From an optimization exercise on the open Yosys and OpenROAD flow, aimed at small area; shortcuts taken in it are not production practice.

==> inputs of build 17 <==
## sort16_top
module sort16_top (
    input          clk,
    input          rst,
    input          i_valid,
    input  [511:0] x,
    output [511:0] y,
    output         o_valid
);
Settings: LEC_CHECK=0, ABC_AREA=1, CAP_MARGIN=20, CORE_MARGIN=2, CORE_UTILIZATION=45, SLEW_MARGIN=20; clock period 5.0 ns.
standard.sh (not shown) runs the stock make flow with config.mk's settings and CLKGATE_MAP_FILE= SYNTH_SCRIPT=/design/flow/synth_recipe.tcl, a recipe that flattens the netlist after the stock synthesis.
==> flow/flow/run.sh <==
#!/bin/bash
# Standard ORFS layout, with two changes: the data pins are placed in bit-slice
# order (flow/io.tcl, run just before pin placement), and ports are buffered with
# the smallest buffer instead of a delay cell.
set -euo pipefail
here=$(pwd)
bash standard.sh \
  "PRE_IO_PLACEMENT_TCL=$here/flow/io.tcl" \
  "BUFFER_PORTS_ARGS=-buffer_cell sky130_fd_sc_hd__buf_1" \
  finish > "$here/standard_flow.log" 2>&1
==> flow/flow/io.tcl <==
# Bit-slice pin order: inputs on the left edge and outputs on the right edge,
# bit k of all 16 values next to each other.
set xs {}
set ys {}
for {set k 0} {$k < 32} {incr k} {
  for {set i 0} {$i < 16} {incr i} {
    set b [expr {32 * $i + $k}]
    lappend xs "x\[$b\]"
    lappend ys "y\[$b\]"
  }
}
set_io_pin_constraint -pin_names $xs -region left:* -group -order
set_io_pin_constraint -pin_names $ys -region right:* -group -order
==> trial 65 (differences from build 17) <==
==> flow/run.sh (new file) <==
#!/bin/bash
# synth_recipe.tcl (not shown) runs the flow's synth.tcl, then flattens the netlist and writes it again
# the make line also repeats each setting of config.mk as NAME=value (left out here)
make -C /OpenROAD-flow-scripts/flow DESIGN_CONFIG=/design/flow/config.mk WORK_HOME=/design/flow/orfs CLKGATE_MAP_FILE= SYNTH_SCRIPT=/design/flow/synth_recipe.tcl finish
removed: flow/flow/run.sh
removed: flow/flow/io.tcl
removed: flow/standard.sh
==> results.txt <==
- Build 17 failed in 3_2_place_iop. Trial 65 ran to the end with violations: setup timing.
- In synthesized cell count, build 17 and trial 65 do not differ.
- In synthesized area, build 17 and trial 65 do not differ.
==> figures <==
	trial 65	build 17
Run status	failed layout checks	aborted with a tool error
Stage where the flow stopped	-	3_2_place_iop
Layout check failures	setup timing	-
Row cnt	186	186
Post-Synthesis Net Count	21840	21840
Post-synthesis adder-cell area fraction	0%	0%
Die width	512.4 um	512.4 um
Post-Synthesis Cells	21330	21330
Largest area contributor in the netlist	nand2_1	nand2_1
Mux contribution to synthesized area	0%	0%
Fraction of registers with async set/reset	0.1949%	0.1949%
Netlist Area Pre-Place	116300 sq um	116300 sq um
Post-synthesis sequential area ratio	26.51%	26.51%
Number of distinct library cell variants in the gate-level netlist after synthesis	59	59
Proportion of netlist area held by the largest area contributor	27.40%	27.40%
Basic-gate share of the synthesized area counting and, or, nand and nor cells	43.43%	43.43%
Share of the synthesized area in compound gates (AO/OA/AOI/OAI)	16.60%	16.60%
Die height	512.4 um	512.4 um
Synthesized area divided by synthesized cell count	5.452 sq um	5.452 sq um
Number of enable flip-flop cells after synthesis	0	0
Initial cell density of the core	45.26%	45.26%
Top_reg_cell synth	dfxtp_1	dfxtp_1
Number of warnings issued by yosys	1	1
Function was not checked in any run of this note: the RTL went through the layout flow alone.

========
==> inputs of run X <==
sort16_top, a different RTL version from the one above (not shown whole).
Settings: LEC_CHECK=0, ABC_AREA=1, CAP_MARGIN=20, CORE_MARGIN=2, CORE_UTILIZATION=45, GPL_TIMING_DRIVEN=0, SLEW_MARGIN=20; clock period 5.0 ns.
==> flow/flow/run.sh <==
#!/bin/bash
# Standard ORFS layout, with two changes: the data pins are placed in bit-slice
# order (flow/io.tcl, run just before pin placement), and ports are buffered with
# the smallest buffer instead of a delay cell.
set -euo pipefail
here=$(pwd)
bash standard.sh \
  "PRE_IO_PLACEMENT_TCL=$here/flow/io.tcl" \
  "PLACE_PINS_ARGS=-min_distance 1 -min_distance_in_tracks" \
  "BUFFER_PORTS_ARGS=-buffer_cell sky130_fd_sc_hd__buf_1" \
  finish > "$here/standard_flow.log" 2>&1
==> flow/flow/io.tcl <==
# Bit-slice pin order: inputs on the left edge and outputs on the right edge,
# bit k of all 16 values next to each other.
set xs {}
set ys {}
for {set k 0} {$k < 32} {incr k} {
  for {set i 0} {$i < 16} {incr i} {
    set b [expr {32 * $i + $k}]
    lappend xs "x\[$b\]"
    lappend ys "y\[$b\]"
  }
}
set_io_pin_constraint -pin_names $xs -region left:* -group -order
set_io_pin_constraint -pin_names $ys -region right:* -group -order
==> run E (differences from run X) <==
==> flow/run.sh (new file) <==
#!/bin/bash
# synth_recipe.tcl (not shown) runs the flow's synth.tcl, then flattens the netlist and writes it again
# the make line also repeats each setting of config.mk as NAME=value (left out here)
make -C /OpenROAD-flow-scripts/flow DESIGN_CONFIG=/design/flow/config.mk WORK_HOME=/design/flow/orfs CLKGATE_MAP_FILE= SYNTH_SCRIPT=/design/flow/synth_recipe.tcl finish
--- a/flow/config.mk
+++ b/flow/config.mk
@@ -9,5 +9,6 @@
 export CAP_MARGIN = 20
 export CORE_MARGIN = 2
-export CORE_UTILIZATION = 45
+export CORE_UTILIZATION = 60
 export GPL_TIMING_DRIVEN = 0
+export PLACE_DENSITY = 0.75
 export SLEW_MARGIN = 20
removed: flow/flow/run.sh
removed: flow/flow/io.tcl
removed: flow/standard.sh
==> qor summary <==
Number of instances resized during post-cts repair: run X 1655; run E 1305
Number of buffers inserted during clock tree synthesis: run X 156; run E 151
Chip height: run X 520.8 um; run E 451.6 um
Status: run X stopped before the end; run E stopped before the end
Last stage reached: run X global routing; run E global routing
Setup repair bufs after CTS: run X 63; run E 27
Pre-CTS setup slack: run X -3.661 ns; run E -2.436 ns
Die X-Extent: run X 520.8 um; run E 451.6 um
CTS Hold Bufs: run X 1; run E 0
DP Wirelength: run X 754.2 mm; run E 530.6 mm
Effective utilization at floorplan: run X 0.4530; run E 0.6026
Placed cell areas: run X 130000 um2; run E 134100 um2
Clock tree buffer depth: run X 4; run E 3
Cell count after placement: run X 27170; run E 26230
Row Count: run X 189; run E 164
Routability Congestion: run X 1.483; run E 1.346
No functional check of the RTL was part of any run of this note.

==> port drivers added, routing unchanged <==
The flow's constraints put no driver on any port. The routed layout listed below was extracted and timed again, unchanged, in two steps. Step 1 assumes that a clkbuf_16 drives the clock port and a buf_2 every other input. Step 2 moves the port delays by t, midway between the first and last clock arrival at a register: inputs arrive t later, outputs are due t later. That takes back most of the time a late clock gives input paths. a / b / c = ideal ports / drivers / drivers and shift; a / b = the first two.
run: trial 65
t, ns: 0.968
setup WS [ns]: -0.513 / -0.621 / -0.425
hold WS [ns]: 0.307 / 0.240 / 0.307
pins driven straight from the clock port: 1
For trial 65, drivers alone change the setup slack by -0.108 ns; drivers and shift together by +0.088 ns.
